This design comes from an exercise in tuning for small area, a short achievable clock period and few clock cycles on the open sky130 flow, not from production work.
RTL that was checked went through simulation tests only; none was proved equivalent to the original.
Power figures rest on the tool's default switching activity, not on a simulated workload.

==> flow/design.v <==
module nn_ctr(
	input clk,
	input init,
	input step,
	output reg lay,         
	output reg bf,          
	output reg df,          
	output reg [1:0] r,     
	output reg [1:0] j,     
	output reg [5:0] k,     
	output reg [6:0] n,     
	output reg nl,          
	output reg fin,         
	output lay_last,        
	output all_last         
);
	wire wph = !bf && !df;
	wire k_last = lay ? (k == 6'd49) : (k == 6'd48);
	wire n_last = lay ? (n == 7'd99) : (n == 7'd49);
	assign lay_last = nl && n_last && !lay;
	assign all_last = nl && n_last && lay;
	always @(posedge clk) begin
		if (init) begin
			lay <= 1'b0; bf <= 1'b1; df <= 1'b0; r <= 2'd0; j <= 2'd0;
			k <= 6'd0; n <= 7'd0; nl <= 1'b0; fin <= 1'b0;
		end else if (step) begin
			r <= r + 2'd1;
			nl <= wph && (r == 2'd2) && (lay || j == 2'd3) && k_last;
			if (r == 2'd3) begin
				if (bf || df) begin
					bf <= 1'b0;
					df <= !df;
				end else if (lay || j == 2'd3) begin
					j <= 2'd0;
					if (k_last) begin
						k <= 6'd0;
						bf <= 1'b1;
						n <= n + 7'd1;
						if (n_last) begin
							if (!lay) lay <= 1'b1;
							else fin <= 1'b1;
						end
					end else begin
						k <= k + 6'd1;
						df <= 1'b1;
					end
				end else
					j <= j + 2'd1;
			end
		end
	end
endmodule
module accelerator(
input clk,
input reset_n,
output SDRAM_readn,
output SDRAM_writen,
output SDRAM_chipselect,
input SDRAM_waitrequest,
output [31:0] SDRAM_address,
output [1:0] SDRAM_byteenable,
input SDRAM_readdatavalid,
input [15:0] SDRAM_readdata,
output [15:0] SDRAM_writedata,
input start,
output done
);
assign SDRAM_chipselect = 1'b1;
assign SDRAM_byteenable = 2'b11;
localparam [16:0] B1_W = 17'd20000;
localparam [16:0] W1_W = 17'd20400;
localparam [16:0] Z1_W = 17'd71600;
localparam [16:0] Z2_W = 17'd91600;
localparam S_IDLE = 3'd0;
localparam S_RUN  = 3'd1;
localparam S_BAR  = 3'd2;
localparam S_END  = 3'd3;
localparam S_DONE = 3'd4;
reg [2:0] st;
reg done_r;
reg o_rd, o_wr;
reg [16:0] o_addr;
reg [3:0] o_wd;
assign SDRAM_readn = ~o_rd;
assign SDRAM_writen = ~o_wr;
assign SDRAM_address = {14'd0, o_addr, 1'b0};
assign SDRAM_writedata = {3'd0, o_wd[3], 3'd0, o_wd[2], 3'd0, o_wd[1], 3'd0, o_wd[0]};
assign done = done_r;
wire idle = (st == S_IDLE);
wire adv = !(o_rd || o_wr) || !SDRAM_waitrequest;
reg rv_q;
reg [15:0] rd_q;
always @(posedge clk) begin
	rv_q <= SDRAM_readdatavalid;
	rd_q <= SDRAM_readdata;
end
reg wpend;             
wire issue_wr = adv && wpend;
wire issue_rd = adv && !wpend && (st == S_RUN);
wire s_lay, s_bf, s_df, s_nl, s_fin;
wire [1:0] s_r, s_j;
wire [5:0] s_k;
wire [6:0] s_n;
wire s_lay_last, s_all_last;
nn_ctr u_sctr(.clk(clk), .init(idle), .step(issue_rd),
	.lay(s_lay), .bf(s_bf), .df(s_df), .r(s_r), .j(s_j), .k(s_k), .n(s_n), .nl(s_nl), .fin(s_fin),
	.lay_last(s_lay_last), .all_last(s_all_last));
wire p_lay, p_bf, p_df, p_nl, p_fin;
wire [1:0] p_r, p_j;
wire [5:0] p_k;
wire [6:0] p_n;
wire p_lay_last, p_all_last;
nn_ctr u_pctr(.clk(clk), .init(idle), .step(rv_q),
	.lay(p_lay), .bf(p_bf), .df(p_df), .r(p_r), .j(p_j), .k(p_k), .n(p_n), .nl(p_nl), .fin(p_fin),
	.lay_last(p_lay_last), .all_last(p_all_last));
reg [3:0] wi;          
reg w_lay;
reg [3:0] res [0:3];   
reg [16:0] a_base;
reg [8:0] a_off;
always @(*) begin
	if (wpend) begin
		if (!w_lay) begin
			case (wi[1:0])
			2'd0: a_base = Z1_W - 17'd1;
			2'd1: a_base = Z1_W - 17'd1 + 17'd50;
			2'd2: a_base = Z1_W - 17'd1 + 17'd100;
			default: a_base = Z1_W - 17'd1 + 17'd150;
			endcase
			a_off = {2'd0, p_n};
		end else begin
			case (wi[3:2])
			2'd0: a_base = Z2_W - 17'd204;
			2'd1: a_base = Z2_W - 17'd204 + 17'd200;
			2'd2: a_base = Z2_W - 17'd204 + 17'd400;
			default: a_base = Z2_W - 17'd204 + 17'd600;
			endcase
			a_off = {p_n, wi[1:0]};
		end
	end else if (s_bf) begin
		a_base = B1_W;
		a_off = {s_n, s_r};
	end else if (!s_lay) begin
		case (s_r)
		2'd0: a_base = 17'd0;
		2'd1: a_base = 17'd49;
		2'd2: a_base = 17'd98;
		default: a_base = 17'd147;
		endcase
		a_off = {3'd0, s_k};
	end else begin
		case (s_r)
		2'd0: a_base = Z1_W;
		2'd1: a_base = Z1_W + 17'd50;
		2'd2: a_base = Z1_W + 17'd100;
		default: a_base = Z1_W + 17'd150;
		endcase
		a_off = {3'd0, s_k};
	end
end
wire [16:0] a_sum = a_base + a_off;
wire s_isw = !s_bf && !s_df;
reg [16:0] s_w;        
reg [16:0] s_wstep;
always @(*) begin
	if (s_nl)
		s_wstep = 17'd1;
	else if (s_r != 2'd3)
		s_wstep = s_lay ? 17'd50 : 17'd196;
	else
		s_wstep = s_lay ? (17'd1 - 17'd150) : (17'd1 - 17'd588);
end
always @(posedge clk) begin
	if (idle)
		s_w <= W1_W;
	else if (issue_rd && s_isw)
		s_w <= s_w + s_wstep;
end
reg [15:0] img [0:3];
reg signed [14:0] acc0 [0:3];
reg signed [14:0] acc1 [0:3];
reg signed [14:0] acc2 [0:3];
reg signed [14:0] acc3 [0:3];
wire signed [14:0] bclamp = (rd_q[15:13] == 3'b000 || rd_q[15:13] == 3'b111) ? rd_q[14:0] :
                            (rd_q[15] ? 15'h6000 : 15'h1fff);
wire [3:0] zor = {|rd_q[15:12], |rd_q[11:8], |rd_q[7:4], |rd_q[3:0]};
function signed [5:0] wsum;
	input [15:0] w;
	input [3:0] m;
	reg signed [5:0] t0, t1, t2, t3;
	begin
		t0 = m[0] ? {{2{w[3]}},  w[3:0]}   : 6'sd0;
		t1 = m[1] ? {{2{w[7]}},  w[7:4]}   : 6'sd0;
		t2 = m[2] ? {{2{w[11]}}, w[11:8]}  : 6'sd0;
		t3 = m[3] ? {{2{w[15]}}, w[15:12]} : 6'sd0;
		wsum = (t0 + t1) + (t2 + t3);
	end
endfunction
reg q_v, q_b;
reg signed [14:0] q_bias;
reg signed [5:0] q_d [0:3];
reg e0, e1;     
integer i;
always @(posedge clk) begin
	q_v <= rv_q && !p_df;
	q_b <= p_bf;
	q_bias <= bclamp;
	for (i = 0; i < 4; i = i + 1)
		q_d[i] <= wsum(rd_q, img[i][3:0]);
	for (i = 0; i < 4; i = i + 1)
		if (rv_q && p_df && p_r == i)
			img[i] <= {rd_q[15:4], p_lay ? zor : rd_q[3:0]};
		else if (rv_q && !p_df && !p_bf && p_r == 2'd3)
			img[i] <= {rd_q[15:12], img[i][15:4]};
	if (q_v)
		for (i = 0; i < 4; i = i + 1) begin
			acc0[i] <= acc1[i];
			acc1[i] <= acc2[i];
			acc2[i] <= acc3[i];
			acc3[i] <= q_b ? q_bias : acc0[i] + q_d[i];
		end
	if (e1)
		for (i = 0; i < 4; i = i + 1)
			res[i] <= {~acc3[i][14], ~acc2[i][14], ~acc1[i][14], ~acc0[i][14]};
end
wire drained = !e0 && !e1 && !wpend && !o_wr;
wire w_last = w_lay ? (wi == 4'd15) : (wi[1:0] == 2'd3);
always @(posedge clk) begin
	if (!reset_n) begin
		st <= S_IDLE;
		done_r <= 1'b0;
		o_rd <= 1'b0;
		o_wr <= 1'b0;
		wpend <= 1'b0;
		e0 <= 1'b0;
		e1 <= 1'b0;
	end else begin
		e0 <= rv_q && p_nl && !idle;
		e1 <= e0;
		case (st)
		S_IDLE: if (start) st <= S_RUN;
		S_RUN:  if (issue_rd && s_lay_last) st <= S_BAR;
		        else if (issue_rd && s_all_last) st <= S_END;
		S_BAR:  if (p_lay && drained) st <= S_RUN;
		S_END:  if (p_fin && drained) begin st <= S_DONE; done_r <= 1'b1; end
		S_DONE: if (!start) begin st <= S_IDLE; done_r <= 1'b0; end
		default: st <= S_IDLE;
		endcase
		if (adv) begin
			o_wr <= wpend;
			o_rd <= !wpend && (st == S_RUN);
		end
		if (e1)
			wpend <= 1'b1;
		else if (issue_wr && w_last)
			wpend <= 1'b0;
	end
end
always @(posedge clk) begin
	if (adv) begin
		o_addr <= (!wpend && s_isw) ? s_w : a_sum;
		o_wd <= w_lay ? {3'd0, res[wi[3:2]][wi[1:0]]} : res[wi[1:0]];
	end
	if (idle) begin
		wi <= 4'd0;
		w_lay <= 1'b0;
	end else if (issue_wr) begin
		if (w_last) begin
			wi <= 4'd0;
			w_lay <= p_lay;
		end else
			wi <= wi + 4'd1;
	end
end
endmodule
export LEC_CHECK = 0
export ABC_AREA = 1
export ABC_CLOCK_PERIOD_IN_PS = 2500
export CAP_MARGIN = 5
export CORE_MARGIN = 2
export CORE_UTILIZATION = 60
export CTS_BUF_LIST = sky130_fd_sc_hd__clkbuf_8
export CTS_CLUSTER_DIAMETER = 60
export CTS_CLUSTER_SIZE = 16
export PLACE_DENSITY = 0.75
export SETUP_SLACK_MARGIN = 4.8
export SLEW_MARGIN = 5
create_clock -name core_clock -period 7.5 [get_ports {clk}]
run.sh (not shown) runs the stock make flow with config.mk's settings and CLKGATE_MAP_FILE= SYNTH_SCRIPT=/design/flow/synth_recipe.tcl, a recipe that flattens the netlist after the stock synthesis.
The baseline finished clean.
Rerun with:
--- a/flow/design.v
+++ b/flow/design.v
@@ -122,18 +122,8 @@
 	if (wpend) begin
 		if (!w_lay) begin
-			case (wi[1:0])
-			2'd0: a_base = Z1_W - 17'd1;
-			2'd1: a_base = Z1_W - 17'd1 + 17'd50;
-			2'd2: a_base = Z1_W - 17'd1 + 17'd100;
-			default: a_base = Z1_W - 17'd1 + 17'd150;
-			endcase
+			a_base = Z1_W - 17'd1 + 17'd50 * wi[1:0];
 			a_off = {2'd0, p_n};
 		end else begin
-			case (wi[3:2])
-			2'd0: a_base = Z2_W - 17'd204;
-			2'd1: a_base = Z2_W - 17'd204 + 17'd200;
-			2'd2: a_base = Z2_W - 17'd204 + 17'd400;
-			default: a_base = Z2_W - 17'd204 + 17'd600;
-			endcase
+			a_base = Z2_W - 17'd204 + 17'd200 * wi[3:2];
 			a_off = {p_n, wi[1:0]};
 		end
@@ -142,18 +132,8 @@
 		a_off = {s_n, s_r};
 	end else if (!s_lay) begin
-		case (s_r)
-		2'd0: a_base = 17'd0;
-		2'd1: a_base = 17'd49;
-		2'd2: a_base = 17'd98;
-		default: a_base = 17'd147;
-		endcase
+		a_base = 17'd49 * s_r;
 		a_off = {3'd0, s_k};
 	end else begin
-		case (s_r)
-		2'd0: a_base = Z1_W;
-		2'd1: a_base = Z1_W + 17'd50;
-		2'd2: a_base = Z1_W + 17'd100;
-		default: a_base = Z1_W + 17'd150;
-		endcase
+		a_base = Z1_W + 17'd50 * s_r;
 		a_off = {3'd0, s_k};
 	end
Effect:
- The new run passed the timing, DRC and antenna checks
- clock skew climbs by 0.0085 ns
- power climbs by 2.2%
- final area climbs by 0.62%
- worst setup slack stays flat
- wire length climbs by 1.4%
- worst hold slack is worse by 0.025 ns
- area after synthesis drops by 0.38%
Testbench counts after the change, summed over its fixed seeds: cycles 376,314.
Function not checked in the first run of this note: the RTL went through the layout flow alone.

[what the ideal ports hide]
How much do the figures lean on ideal ports? The routed layouts below were timed once more, with nothing changed but the port constraints.
Step 1: set_driving_cell puts a clkbuf_16 on clk and a buf_2 on each other input, an assumption about the parent block.
Step 2 adds t to the input delays and takes it off the output delays; t is the mean of the earliest and latest rising clock arrival at the registers after step 1. Input paths then give back, and output paths get back, about the clock's delay inside the block.
Three values: ideal, step 1, step 2; two values: the first two.
| run | t (ns) | setup slack, ns | worst setup path after step 2 | slew at the worst register clock pin (ns) |
|---|---|---|---|---|
| the first run | 0.665 | 4.774 / 4.720 / 4.246 | input to register | 0.11 / 0.11 |
| the second run | 0.675 | 4.774 / 4.726 / 4.238 | input to register | 0.11 / 0.11 |
After both steps every run listed still meets setup and hold. The setup slack of the second run, which loses most, moves by -0.048 ns with the drivers and by -0.536 ns with both steps.
